From an optimization exercise on the open Yosys and OpenROAD flow, aimed at small area; shortcuts taken in it are not production practice. The RTL was checked by simulation tests, not by an equivalence proof against the original design. The flow treats the clock pin as an ideal source, which a real chip does not have. Power and IR drop assume default switching activity.

==> trial 45: inputs <==
Design morse_code_interpreter_top, start of the top module:
module morse_code_interpreter_top (
    input clk,
    input btnL,
    input btnC,
    input btnR,
    input btnD,
    input [15:0] sw,
    input [4:0] JB,
    output reg [6:0] seg,
    output [3:0] an,
    output dp,
    output [4:0] JA,
    output led
    );
==> flow/config.mk <==
export PLATFORM = sky130hd
export DESIGN_NAME = morse_code_interpreter_top
export DESIGN_NICKNAME = morse_code_interpreter_top
export VERILOG_FILES = /design/flow/design.v
export SDC_FILE = /design/flow/constraint.sdc
export NUM_CORES = 4
export LEC_CHECK = 0
export CAP_MARGIN = 0
export CORE_MARGIN = 2
export CORE_UTILIZATION = 60
export CTS_BUF_LIST = sky130_fd_sc_hd__clkbuf_4 sky130_fd_sc_hd__clkbuf_8
export SLEW_MARGIN = 0
==> flow/constraint.sdc <==
create_clock -name core_clock -period 10.0 [get_ports {clk}]
set_input_delay 2.0000 -clock core_clock [delete_from_list [all_inputs] [get_ports {clk}]]
set_output_delay 2.0000 -clock core_clock [all_outputs]
set_load 0.01 [all_outputs]
run.sh (not shown) runs the stock make flow with config.mk's settings and CLKGATE_MAP_FILE= SYNTH_SCRIPT=/design/flow/synth_recipe.tcl, a recipe that flattens the netlist after the stock synthesis.
==> inputs of build 74, as changes to trial 45 <==
==> flow/flow/run.sh (new file) <==
#!/bin/bash
# Own layout flow: the standard ORFS flow (standard.sh) with these changes
# to how the layout is made:
#  1. after the standard synthesis, the combinational logic is mapped again for
#     area (Yosys + ABC); every flip-flop of the standard synthesis is kept as
#     it is (same instance, name and cell type). Each candidate netlist must be
#     proven equivalent to the standard netlist (Yosys equiv_*); the smallest
#     proven one is used, else the standard netlist is kept.
#  2. port buffers use the smallest buffer cell (buf_1)
#  3. CTS uses clkbuf_4 and inserts no dummy clock loads; afterwards a clock
#     buffer that drives more than 10 pins is made a clkbuf_8 (flow/post_cts.tcl)
# Each tool's output goes to a log file in this folder.
set -euo pipefail
cd "$(dirname "$0")/.."
export BUFFER_PORTS_ARGS="-buffer_cell sky130_fd_sc_hd__buf_1"
export CTS_ARGS="-sink_clustering_enable -repair_clock_nets -buf_list sky130_fd_sc_hd__clkbuf_4 -dont_use_dummy_load"
export POST_CTS_TCL="$PWD/flow/post_cts.tcl"
YOSYS="$FLOW_HOME/../tools/install/yosys/bin/yosys"
[[ -x "$YOSYS" ]] || YOSYS=yosys
PLATFORM="${FLOW_PLATFORM:-sky130hd}"
RES="orfs/results/$PLATFORM/morse_code_interpreter_top/base"
export REOPT_LIB="$FLOW_HOME/platforms/$PLATFORM/lib/sky130_fd_sc_hd__tt_025C_1v80.lib"
export REOPT_TOP="${FLOW_TOP:-morse_code_interpreter_top}"

bash standard.sh synth > flow_synth.log 2>&1
mkdir -p reopt
cp "$RES/1_2_yosys.v" reopt/std.v

best=""
best_area=""
i=0
while read -r script; do
  [[ -z "$script" || "$script" == \#* ]] && continue
  i=$((i + 1))
  export REOPT_IN=reopt/std.v REOPT_OUT=reopt/cand$i.v REOPT_STAT=reopt/cand$i.stat REOPT_SCRIPT="$script"
  if "$YOSYS" -c flow/reopt.tcl > reopt_map_$i.log 2>&1 \
     && REOPT_GATE=reopt/cand$i.v "$YOSYS" -c flow/equiv.tcl > reopt_equiv_$i.log 2>&1; then
    area=$(awk '/Chip area/ {print $NF}' reopt/cand$i.stat)
    echo "candidate $i: area $area, proven equivalent" >> reopt.log
    if [[ -z "$best" ]] || awk -v a="$area" -v b="$best_area" 'BEGIN {exit !(a < b)}'; then
      best=reopt/cand$i.v
      best_area=$area
    fi
  else
    echo "candidate $i: failed or not proven" >> reopt.log
  fi
done < flow/abc_scripts.txt

if [[ -n "$best" ]]; then
  echo "using $best (area $best_area)" >> reopt.log
  cp "$best" "$RES/1_2_yosys.v"
else
  echo "keeping the standard netlist" >> reopt.log
fi

bash standard.sh > flow_layout.log 2>&1
==> flow/flow/abc_scripts.txt (new file) <==
# ABC scripts tried for the area re-mapping, one per line
+strash;&get,-n;&st;&syn2;&dch,-f;&nf,-R,1000,-p;&st;&syn2;&dch,-f;&nf,-R,1000,-p;&put;topo;
+strash;&get,-n;&st;&dc2;&syn2;&dch,-f;&nf,-R,1000,-p;&st;&dc2;&syn2;&dch,-f;&nf,-R,1000,-p;&put;topo;
+strash;compress2rs;compress2rs;&get,-n;&dch,-f;&nf,-R,1000,-p;&put;topo;
+strash;&get,-n;&dch,-f;&nf,-R,1000,-p;&put;topo;
+strash;dch,-f;map,-a;topo;
==> flow/flow/equiv.tcl (new file) <==
# Prove the re-mapped netlist equivalent to the standard one: flip-flops are
# paired by instance name, every other net name is hidden.
set lib $::env(REOPT_LIB)
yosys read_liberty -ignore_miss_func $lib
yosys read_verilog $::env(REOPT_IN)
yosys rename $::env(REOPT_TOP) gold
yosys read_verilog $::env(REOPT_GATE)
yosys rename $::env(REOPT_TOP) gate
yosys hierarchy -check
yosys rename -hide gold/w:_* gold/c:_* gate/w:_* gate/c:_*
yosys flatten gold gate
yosys opt_clean
yosys equiv_make gold gate equiv
yosys hierarchy -top equiv
yosys equiv_simple -seq 2
yosys equiv_induct
yosys equiv_status -assert
==> flow/flow/post_cts.tcl (new file) <==
# After CTS: a clkbuf_4 that drives more than 10 clock pins becomes a clkbuf_8,
# to keep the flip-flop clock-pin slew low; then the placement is legalized again.
set block [ord::get_db_block]
set master8 [[ord::get_db] findMaster sky130_fd_sc_hd__clkbuf_8]
set changed 0
foreach inst [$block getInsts] {
  if { [[$inst getMaster] getName] ne "sky130_fd_sc_hd__clkbuf_4" } { continue }
  set net [[$inst findITerm X] getNet]
  if { $net eq "NULL" } { continue }
  set fanout [expr { [llength [$net getITerms]] - 1 }]
  if { $fanout > 10 } {
    puts "post_cts: [$inst getName] drives $fanout pins: clkbuf_8"
    $inst swapMaster $master8
    incr changed
  }
}
if { $changed } {
  detailed_placement
  check_placement -verbose
  estimate_parasitics -placement
}
==> flow/flow/reopt.tcl (new file) <==
# Map the combinational logic of the standard netlist again; flip-flop cells are
# black boxes, so they stay exactly as the standard synthesis made them.
set lib $::env(REOPT_LIB)
yosys read_liberty -ignore_miss_func $lib
yosys blackbox =sky130_fd_sc_hd__*df* =sky130_fd_sc_hd__*dl*
yosys read_verilog $::env(REOPT_IN)
yosys hierarchy -check -top $::env(REOPT_TOP)
yosys flatten
yosys opt -purge
set dont_use {}
foreach c {probe_p_8 probec_p_8 lpflow_bleeder_1 lpflow_clkbufkapwr_1 lpflow_clkbufkapwr_16
  lpflow_clkbufkapwr_2 lpflow_clkbufkapwr_4 lpflow_clkbufkapwr_8 lpflow_clkinvkapwr_1
  lpflow_clkinvkapwr_16 lpflow_clkinvkapwr_2 lpflow_clkinvkapwr_4 lpflow_clkinvkapwr_8
  lpflow_decapkapwr_12 lpflow_decapkapwr_3 lpflow_decapkapwr_4 lpflow_decapkapwr_6
  lpflow_decapkapwr_8 lpflow_inputiso0n_1 lpflow_inputiso0p_1 lpflow_inputiso1n_1
  lpflow_inputiso1p_1 lpflow_inputisolatch_1 lpflow_isobufsrc_1 lpflow_isobufsrc_16
  lpflow_isobufsrc_2 lpflow_isobufsrc_4 lpflow_isobufsrc_8 lpflow_isobufsrckapwr_16
  lpflow_lsbuf_lh_hl_isowell_tap_1 lpflow_lsbuf_lh_hl_isowell_tap_2
  lpflow_lsbuf_lh_hl_isowell_tap_4 lpflow_lsbuf_lh_isowell_4 lpflow_lsbuf_lh_isowell_tap_1
  lpflow_lsbuf_lh_isowell_tap_2 lpflow_lsbuf_lh_isowell_tap_4} {
  lappend dont_use -dont_use sky130_fd_sc_hd__$c
}
yosys abc -liberty $lib {*}$dont_use -script $::env(REOPT_SCRIPT)
yosys splitnets
yosys opt_clean -purge
yosys hilomap -singleton -hicell sky130_fd_sc_hd__conb_1 HI -locell sky130_fd_sc_hd__conb_1 LO
yosys tee -o $::env(REOPT_STAT) stat -liberty $lib
yosys write_verilog -noattr -nohex -nodec $::env(REOPT_OUT)
==> flow/standard.sh (new file) <==
#!/bin/bash
# synth_recipe.tcl (not shown) runs the flow's synth.tcl, then flattens the netlist and writes it again
# the make line also repeats each setting of config.mk as NAME=value (left out here)
make -C /OpenROAD-flow-scripts/flow DESIGN_CONFIG=/design/flow/config.mk WORK_HOME=/design/flow/orfs CLKGATE_MAP_FILE= SYNTH_SCRIPT=/design/flow/synth_recipe.tcl "${@:-finish}"
CTS_BUF_LIST = unset   (was sky130_fd_sc_hd__clkbuf_4 sky130_fd_sc_hd__clkbuf_8)
removed: flow/run.sh
==> qor summary <==
Worst-path clk slew: build 74 0.10 ns; trial 45 0.08 ns
Count of cell instances traversed by the critical path: build 74 9; trial 45 7
Post-route fraction of the period consumed by the critical path: build 74 50.4%; trial 45 54.6%
Number of clock buffers in the layout: build 74 9; trial 45 12
Critical R2R Launch: build 74 timer[6]; trial 45 mcnt[1]
First DRT Iteration DRCs: build 74 119; trial 45 69
Maximum number of pins on one net before global-route repair: build 74 24; trial 45 31
Clock-net power: build 74 0.141 mW; trial 45 0.242 mW
Skew final: build 74 0.0233 ns; trial 45 0.0144 ns
Final-stage net count: build 74 457; trial 45 456
Outcome: build 74 finished clean; trial 45 finished clean
Number of global-route vias before repair: build 74 2441; trial 45 2672
Worst max-slew margin expressed relative to the limit: build 74 41.5%; trial 45 39.6%
Post-synth design cell area: build 74 0.00332 mm²; trial 45 0.00390 mm²
Logic pwr share: build 74 3.5%; trial 45 2.5%
Overall die height: build 74 78.4 µm; trial 45 84.7 µm
Amount of wire on met3 after detailed routing: build 74 299 µm; trial 45 216 µm
Multi-input gate count: build 74 315; trial 45 298
Non-clock buffers: build 74 22; trial 45 20
Via density per instance: build 74 5.67; trial 45 5.78
Most common cell after layout, fill and taps aside: build 74 sky130_fd_sc_hd__nor2_1; trial 45 sky130_fd_sc_hd__dfxtp_1
PnR Total Power: build 74 0.483 mW; trial 45 0.578 mW
Sum of routed wire length over all layers: build 74 6.39 mm; trial 45 6.94 mm
Worst supply voltage drop on vdd: build 74 0.000110 V; trial 45 0.000124 V
Highest achievable clock rate: build 74 198 MHz; trial 45 183 MHz
Sequential cell power: build 74 0.325 mW; trial 45 0.322 mW

[port drivers added, routing unchanged]
The results above use ideal ports. As a check the final layouts listed here were re-extracted and re-timed, cells and wires unchanged.
Step 1 sets driving cells, clkbuf_16 on the clock port and buf_2 on the other inputs (assumed; they add their load-dependent delay and slew).
Step 2 times the ports against the registers' clock, not the clock port: input delays grow and output delays shrink by t, the midpoint of the rising clock arrivals with the driver on.
a / b / c = no drivers / after step 1 / after step 2; a / b = the first two.
run | t, ns | setup WS [ns] | pins driven straight from the clock port
trial 45 | 0.370 | 4.540 / 4.512 / 4.882 | 1
build 74 | 0.428 | 4.961 / 4.935 / 5.363 | 1
After both steps setup and hold are still met in every run listed.
